Source: an optimization exercise on an open RTL-to-GDS flow (aim: small area). Production flows keep margins and buffers that such runs may drop.
Function was checked by simulation only, so behaviour that the tests miss may differ from the original.
No activity file was given, so power comes from the tool's default toggle rates.

==> flow/design.v <==
module axi_gpio
(
    input  logic        ACLK,
    input  logic        ARESETn,
    input  logic  [8:2] AWADDR,
    input  logic        AWVALID,
    output logic        AWREADY,
    input  logic [31:0] WDATA,
    input  logic  [3:0] WSTRB,
    input  logic        WVALID,
    output logic        WREADY,
    output logic  [1:0] BRESP,
    output logic        BVALID,
    input  logic        BREADY,
    input  logic  [8:2] ARADDR,
    input  logic        ARVALID,
    output logic        ARREADY,
    output logic [31:0] RDATA,
    output logic  [1:0] RRESP,
    output logic        RVALID,
    input  logic        RREADY,
    output logic        ip2intc_irpt,
    input  logic [31:0] gpio_io_i,
    output logic [31:0] gpio_io_o,
    output logic [31:0] gpio_io_t,
    input  logic [31:0] gpio2_io_i,
    output logic [31:0] gpio2_io_o,
    output logic [31:0] gpio2_io_t
);
localparam [6:0] A_GPIO_IO    = 7'h00;  
localparam [6:0] A_GPIO_IO_T  = 7'h01;  
localparam [6:0] A_GPIO2_IO   = 7'h02;  
localparam [6:0] A_GPIO2_IO_T = 7'h03;  
localparam [6:0] A_GIER       = 7'h47;  
localparam [6:0] A_IER        = 7'h48;  
localparam [6:0] A_ISR        = 7'h4A;  
logic        rst;
logic        wready;
logic        write_strobe;
logic        read_strobe;
logic [31:0] gpio_io_i_reg;
logic [31:0] gpio2_io_i_reg;
logic  [1:0] in_changed;
logic        global_int_en;
logic  [1:0] ip_int_en;
logic  [1:0] ip_int_status;
logic        isr_toggle;
always_ff @(posedge ACLK)
    rst <= ~ARESETn;
assign BRESP = 2'b00;
assign RRESP = 2'b00;
assign write_strobe = AWVALID && WVALID && !BVALID;
assign read_strobe  = ARVALID && !RVALID;
logic ws_ok;
logic aw_low;
logic [3:0] w_sel;
assign ws_ok  = write_strobe && !rst;
assign aw_low = AWADDR[8:4] == 5'd0;
assign w_sel[0] = ws_ok && aw_low && AWADDR[3:2] == 2'd0;
assign w_sel[1] = ws_ok && aw_low && AWADDR[3:2] == 2'd1;
assign w_sel[2] = ws_ok && aw_low && AWADDR[3:2] == 2'd2;
assign w_sel[3] = ws_ok && aw_low && AWADDR[3:2] == 2'd3;
logic [3:0] ld_o1, ld_t1, ld_o2, ld_t2;
logic [3:0] hd_o1, hd_t1, hd_o2, hd_t2;
logic       ld_gier, hd_gier, ld_ier, hd_ier;
genvar k;
generate
for (k = 0; k < 4; k++) begin : g_ldhd
    gpio_ldhd u_o1(.sel(w_sel[0]), .strb(WSTRB[k]), .rst(rst), .ld(ld_o1[k]), .hd(hd_o1[k]));
    gpio_ldhd u_t1(.sel(w_sel[1]), .strb(WSTRB[k]), .rst(rst), .ld(ld_t1[k]), .hd(hd_t1[k]));
    gpio_ldhd u_o2(.sel(w_sel[2]), .strb(WSTRB[k]), .rst(rst), .ld(ld_o2[k]), .hd(hd_o2[k]));
    gpio_ldhd u_t2(.sel(w_sel[3]), .strb(WSTRB[k]), .rst(rst), .ld(ld_t2[k]), .hd(hd_t2[k]));
end
endgenerate
always_comb begin
    ld_gier = ws_ok && AWADDR == A_GIER && WSTRB[3];
    hd_gier = !(ld_gier || rst);
    ld_ier  = ws_ok && AWADDR == A_IER  && WSTRB[0];
    hd_ier  = !(ld_ier || rst);
end
genvar i;
generate
for (i = 0; i < 32; i++) begin : g_bit
    logic d_o1, d_t1, d_o2, d_t2;
    gpio_ao22 u_o1(.a1(ld_o1[i/8]), .a2(WDATA[i]), .b1(hd_o1[i/8]), .b2(gpio_io_o[i]),  .y(d_o1));
    gpio_ao22 u_t1(.a1(ld_t1[i/8]), .a2(WDATA[i]), .b1(hd_t1[i/8]), .b2(gpio_io_t[i]),  .y(d_t1));
    gpio_ao22 u_o2(.a1(ld_o2[i/8]), .a2(WDATA[i]), .b1(hd_o2[i/8]), .b2(gpio2_io_o[i]), .y(d_o2));
    gpio_ao22 u_t2(.a1(ld_t2[i/8]), .a2(WDATA[i]), .b1(hd_t2[i/8]), .b2(gpio2_io_t[i]), .y(d_t2));
    always_ff @(posedge ACLK) begin
        gpio_io_o[i]  <= d_o1;
        gpio_io_t[i]  <= d_t1;
        gpio2_io_o[i] <= d_o2;
        gpio2_io_t[i] <= d_t2;
    end
end
endgenerate
always_ff @(posedge ACLK) begin
    global_int_en <= (ld_gier & WDATA[31]) | (hd_gier & global_int_en);
    ip_int_en     <= ({2{ld_ier}} & WDATA[1:0]) | ({2{hd_ier}} & ip_int_en);
end
always_ff @(posedge ACLK) begin
    wready <= !rst && write_strobe;
    BVALID <= !rst && (write_strobe || (BVALID && !BREADY));
end
assign AWREADY = wready;
assign WREADY  = wready;
always_ff @(posedge ACLK) begin
    gpio_io_i_reg  <= gpio_io_i;
    gpio2_io_i_reg <= gpio2_io_i;
    in_changed    <= in_changed_d;
end
logic [1:0] in_changed_d;
assign in_changed_d[0] = rst ? (|gpio_io_i)  : (|(gpio_io_i  ^ gpio_io_i_reg));
assign in_changed_d[1] = rst ? (|gpio2_io_i) : (|(gpio2_io_i ^ gpio2_io_i_reg));
assign isr_toggle = write_strobe && AWADDR == A_ISR && WSTRB[0];
always_ff @(posedge ACLK) begin
    ip_int_status <= rst ? 2'b00 :
                     (in_changed | (ip_int_status ^ (WDATA[1:0] & {2{isr_toggle}})));
    ip2intc_irpt  <= !rst && |ip_int_status;
end
always_ff @(posedge ACLK) begin
    ARREADY <= !rst && read_strobe;
    RVALID  <= !rst && (read_strobe || (RVALID && !RREADY));
end
logic s_io1, s_t1, s_io2, s_t2, s_gier, s_ier, s_isr;
always_comb begin
    s_io1  = !RVALID && ARADDR == A_GPIO_IO;
    s_t1   = !RVALID && ARADDR == A_GPIO_IO_T;
    s_io2  = !RVALID && ARADDR == A_GPIO2_IO;
    s_t2   = !RVALID && ARADDR == A_GPIO2_IO_T;
    s_gier = !RVALID && ARADDR == A_GIER;
    s_ier  = !RVALID && ARADDR == A_IER;
    s_isr  = !RVALID && ARADDR == A_ISR;
end
logic [31:0] rd_mux;
generate
for (i = 0; i < 32; i++) begin : g_rd
    gpio_rd_bit u_rd(.hold(RVALID), .q(RDATA[i]),
                     .s0(s_io1), .d0(gpio_io_i_reg[i]),
                     .s1(s_t1),  .d1(gpio_io_t[i]),
                     .s2(s_io2), .d2(gpio2_io_i_reg[i]),
                     .s3(s_t2),  .d3(gpio2_io_t[i]),
                     .y(rd_mux[i]));
end
endgenerate
always_ff @(posedge ACLK) begin
    RDATA <= rd_mux
           | ({32{s_gier}} & {1'b0, global_int_en, 30'd0})
           | ({32{s_ier}}  & {30'd0, ip_int_en})
           | ({32{s_isr}}  & {30'd0, ip_int_status});
end
endmodule
module gpio_ao22 (input logic a1, a2, b1, b2, output logic y);
    assign y = (a1 & a2) | (b1 & b2);
endmodule
module gpio_rd_bit (input logic hold, q, s0, d0, s1, d1, s2, d2, s3, d3,
                    output logic y);
    assign y = (hold & q) | (s0 & d0) | (s1 & d1) | (s2 & d2) | (s3 & d3);
endmodule
module gpio_chg (input logic rst, input logic [31:0] i, r, output logic y);
    assign y = rst ? (|i) : (|(i ^ r));
endmodule
module gpio_ldhd (input logic sel, strb, rst, output logic ld, hd);
    assign ld = sel & strb;
    assign hd = ~(ld | rst);
endmodule
module axi_gpio_expanded
#(
    parameter C_ALL_INPUTS        = 0,
    parameter C_ALL_OUTPUTS       = 0,
    parameter C_GPIO_WIDTH        = 32,
    parameter C_DOUT_DEFAULT      = 32'h00000000,
    parameter C_TRI_DEFAULT       = 32'hFFFFFFFF,
    parameter C_IS_DUAL           = 1,
    parameter C_ALL_INPUTS_2      = 0,
    parameter C_ALL_OUTPUTS_2     = 0,
    parameter C_GPIO2_WIDTH       = 32,
    parameter C_DOUT_DEFAULT_2    = 32'h00000000,
    parameter C_TRI_DEFAULT_2     = 32'hFFFFFFFF,
    parameter C_INTERRUPT_PRESENT = 1
)
(
    input  logic              ACLK,
    input  logic              ARESETn,
    input  logic        [8:2] AWADDR,
    input  logic        [2:0] AWPROT,
    input  logic              AWVALID,
    output logic              AWREADY,
    input  logic       [31:0] WDATA,
    input  logic        [3:0] WSTRB,
    input  logic              WVALID,
    output logic              WREADY,
    output logic        [1:0] BRESP,
    output logic              BVALID,
    input  logic              BREADY,
    input  logic        [8:2] ARADDR,
    input  logic        [2:0] ARPROT,
    input  logic              ARVALID,
    output logic              ARREADY,
    output logic       [31:0] RDATA,
    output logic        [1:0] RRESP,
    output logic              RVALID,
    input  logic              RREADY,
    output logic ip2intc_irpt,
    input  logic  [C_GPIO_WIDTH-1:0] gpio_io_i,
    output logic  [C_GPIO_WIDTH-1:0] gpio_io_o,
    output logic  [C_GPIO_WIDTH-1:0] gpio_io_t,
    input  logic [C_GPIO2_WIDTH-1:0] gpio2_io_i,
    output logic [C_GPIO2_WIDTH-1:0] gpio2_io_o,
    output logic [C_GPIO2_WIDTH-1:0] gpio2_io_t
);
   axi_gpio gpio(
      .ACLK(ACLK), .ARESETn(ARESETn),
      .AWADDR(AWADDR), .AWVALID(AWVALID), .AWREADY(AWREADY),
      .WDATA(WDATA), .WSTRB(WSTRB), .WVALID(WVALID), .WREADY(WREADY),
      .BRESP(BRESP), .BVALID(BVALID), .BREADY(BREADY),
      .ARADDR(ARADDR), .ARVALID(ARVALID), .ARREADY(ARREADY),
      .RDATA(RDATA), .RRESP(RRESP), .RVALID(RVALID), .RREADY(RREADY),
      .ip2intc_irpt(ip2intc_irpt),
      .gpio_io_i(gpio_io_i), .gpio_io_o(gpio_io_o), .gpio_io_t(gpio_io_t),
      .gpio2_io_i(gpio2_io_i), .gpio2_io_o(gpio2_io_o), .gpio2_io_t(gpio2_io_t));
endmodule
==> flow/config.mk <==
export PLATFORM = sky130hd
export DESIGN_NAME = axi_gpio_expanded
export DESIGN_NICKNAME = axi_gpio_expanded
export VERILOG_FILES = /design/flow/design.v
export SDC_FILE = /design/flow/constraint.sdc
export NUM_CORES = 4
export LEC_CHECK = 0
export CAP_MARGIN = 20
export CORE_MARGIN = 2
export CORE_UTILIZATION = 40
export SLEW_MARGIN = 20
export SYNTH_HIERARCHICAL = 1
==> flow/constraint.sdc <==
create_clock -name core_clock -period 5.0 [get_ports {ACLK}]
set_input_delay 1.0000 -clock core_clock [delete_from_list [all_inputs] [get_ports {ACLK}]]
set_output_delay 1.0000 -clock core_clock [all_outputs]
set_load 0.01 [all_outputs]
standard.sh (not shown) runs the stock make flow with config.mk's settings and CLKGATE_MAP_FILE= SYNTH_SCRIPT=/design/flow/synth_recipe.tcl, a recipe that flattens the netlist after the stock synthesis.
==> flow/flow/run.sh <==
#!/bin/bash
# Own layout flow: the standard ORFS flow (standard.sh, unchanged synthesis),
# with two layout options changed:
#  - port buffers use the smallest buffer cell (buf_1) instead of the tool's pick;
#  - clock tree synthesis without dummy load cells.
# Each tool's full output stays in orfs/logs/; make's own output goes to flow_make.log.
set -euo pipefail
cd "$(dirname "$0")/.."
BPA="-buffer_cell sky130_fd_sc_hd__buf_1"
CTSA="-sink_clustering_enable -repair_clock_nets -dont_use_dummy_load"
if [[ -f flow/cts_args.txt ]]; then CTSA="$(cat flow/cts_args.txt)"; fi
export BUFFER_PORTS_ARGS="$BPA"
export CTS_ARGS="$CTSA"
bash standard.sh "BUFFER_PORTS_ARGS=$BPA" "CTS_ARGS=$CTSA" finish > flow_make.log 2>&1
==> flow/flow/cts_args.txt <==
-sink_clustering_enable -repair_clock_nets -dont_use_dummy_load -sink_clustering_size 30 -sink_clustering_max_diameter 200 -buf_list sky130_fd_sc_hd__clkbuf_16
==> next run, changes <==
--- a/flow/design.v
+++ b/flow/design.v
@@ -50,34 +50,26 @@
 assign BRESP = 2'b00;
 assign RRESP = 2'b00;
 assign write_strobe = AWVALID && WVALID && !BVALID;
 assign read_strobe  = ARVALID && !RVALID;
-logic ws_ok;
-logic aw_low;
-logic [3:0] w_sel;
-assign ws_ok  = write_strobe && !rst;
-assign aw_low = AWADDR[8:4] == 5'd0;
-assign w_sel[0] = ws_ok && aw_low && AWADDR[3:2] == 2'd0;
-assign w_sel[1] = ws_ok && aw_low && AWADDR[3:2] == 2'd1;
-assign w_sel[2] = ws_ok && aw_low && AWADDR[3:2] == 2'd2;
-assign w_sel[3] = ws_ok && aw_low && AWADDR[3:2] == 2'd3;
 logic [3:0] ld_o1, ld_t1, ld_o2, ld_t2;
 logic [3:0] hd_o1, hd_t1, hd_o2, hd_t2;
 logic       ld_gier, hd_gier, ld_ier, hd_ier;
-genvar k;
-generate
-for (k = 0; k < 4; k++) begin : g_ldhd
-    gpio_ldhd u_o1(.sel(w_sel[0]), .strb(WSTRB[k]), .rst(rst), .ld(ld_o1[k]), .hd(hd_o1[k]));
-    gpio_ldhd u_t1(.sel(w_sel[1]), .strb(WSTRB[k]), .rst(rst), .ld(ld_t1[k]), .hd(hd_t1[k]));
-    gpio_ldhd u_o2(.sel(w_sel[2]), .strb(WSTRB[k]), .rst(rst), .ld(ld_o2[k]), .hd(hd_o2[k]));
-    gpio_ldhd u_t2(.sel(w_sel[3]), .strb(WSTRB[k]), .rst(rst), .ld(ld_t2[k]), .hd(hd_t2[k]));
-end
-endgenerate
 always_comb begin
-    ld_gier = ws_ok && AWADDR == A_GIER && WSTRB[3];
-    hd_gier = !(ld_gier || rst);
-    ld_ier  = ws_ok && AWADDR == A_IER  && WSTRB[0];
-    hd_ier  = !(ld_ier || rst);
+    for (int i = 0; i < 4; i++) begin
+        ld_o1[i] = !rst &&  (write_strobe && AWADDR == A_GPIO_IO    && WSTRB[i]);
+        hd_o1[i] = !rst && !(write_strobe && AWADDR == A_GPIO_IO    && WSTRB[i]);
+        ld_t1[i] = !rst &&  (write_strobe && AWADDR == A_GPIO_IO_T  && WSTRB[i]);
+        hd_t1[i] = !rst && !(write_strobe && AWADDR == A_GPIO_IO_T  && WSTRB[i]);
+        ld_o2[i] = !rst &&  (write_strobe && AWADDR == A_GPIO2_IO   && WSTRB[i]);
+        hd_o2[i] = !rst && !(write_strobe && AWADDR == A_GPIO2_IO   && WSTRB[i]);
+        ld_t2[i] = !rst &&  (write_strobe && AWADDR == A_GPIO2_IO_T && WSTRB[i]);
+        hd_t2[i] = !rst && !(write_strobe && AWADDR == A_GPIO2_IO_T && WSTRB[i]);
+    end
+    ld_gier = !rst &&  (write_strobe && AWADDR == A_GIER && WSTRB[3]);
+    hd_gier = !rst && !(write_strobe && AWADDR == A_GIER && WSTRB[3]);
+    ld_ier  = !rst &&  (write_strobe && AWADDR == A_IER  && WSTRB[0]);
+    hd_ier  = !rst && !(write_strobe && AWADDR == A_IER  && WSTRB[0]);
 end
 genvar i;
 generate
 for (i = 0; i < 32; i++) begin : g_bit
@@ -106,13 +98,11 @@
 assign WREADY  = wready;
 always_ff @(posedge ACLK) begin
     gpio_io_i_reg  <= gpio_io_i;
     gpio2_io_i_reg <= gpio2_io_i;
-    in_changed    <= in_changed_d;
-end
-logic [1:0] in_changed_d;
-assign in_changed_d[0] = rst ? (|gpio_io_i)  : (|(gpio_io_i  ^ gpio_io_i_reg));
-assign in_changed_d[1] = rst ? (|gpio2_io_i) : (|(gpio2_io_i ^ gpio2_io_i_reg));
+    in_changed[0] <= rst ? (|gpio_io_i)  : (|(gpio_io_i  ^ gpio_io_i_reg));
+    in_changed[1] <= rst ? (|gpio2_io_i) : (|(gpio2_io_i ^ gpio2_io_i_reg));
+end
 assign isr_toggle = write_strobe && AWADDR == A_ISR && WSTRB[0];
 always_ff @(posedge ACLK) begin
     ip_int_status <= rst ? 2'b00 :
                      (in_changed | (ip_int_status ^ (WDATA[1:0] & {2{isr_toggle}})));
@@ -155,15 +145,8 @@
 endmodule
 module gpio_rd_bit (input logic hold, q, s0, d0, s1, d1, s2, d2, s3, d3,
                     output logic y);
     assign y = (hold & q) | (s0 & d0) | (s1 & d1) | (s2 & d2) | (s3 & d3);
-endmodule
-module gpio_chg (input logic rst, input logic [31:0] i, r, output logic y);
-    assign y = rst ? (|i) : (|(i ^ r));
-endmodule
-module gpio_ldhd (input logic sel, strb, rst, output logic ld, hd);
-    assign ld = sel & strb;
-    assign hd = ~(ld | rst);
 endmodule
 module axi_gpio_expanded
 #(
     parameter C_ALL_INPUTS        = 0,
After rerunning: Worst setup slack improves by 380 ps; count of clock-buffer cells in the layout stays the same; wire length grows by 6.6%; utilization grows by 0.16 points; critical path depth grows by 1; cell area grows by 0.64%; final cell count grows by 0.89%; synthesized area grows by 0.74%; power grows by 0.76%; combinational power grows by about 8%; sequential share of layout area shrinks by 0.31 points; via count grows by 3.2%; non-clock buffer count grows by 2; global-route usage grows by 2.1 points.

what the ideal ports hide:
Ports are ideal in the flow. The routed layouts listed here were re-timed in OpenROAD. Step 1: set_driving_cell puts a clkbuf_16 on ACLK and a buf_2 on each other input, an assumption about the parent block. Step 2 adds t to the input delays and takes it off the output delays; t is the mean of the earliest and latest rising clock arrival at the registers after step 1. Input paths then give back, and output paths get back, about the clock's delay inside the block. Slacks: ideal ports / drivers / drivers and shift; pairs: ideal ports / drivers.
| run | t (ns) | setup slack, ns | slew at the worst register clock pin (ns) |
|---|---|---|---|
| the first run | 0.502 | 1.749 / 1.764 / 1.262 | 0.12 / 0.12 |
| the second run | 0.515 | 2.133 / 2.159 / 1.644 | 0.11 / 0.11 |
After both steps setup and hold are still met in every run listed. For the second run, which loses most, drivers alone change the setup slack by +0.026 ns; drivers and shift together by -0.489 ns.
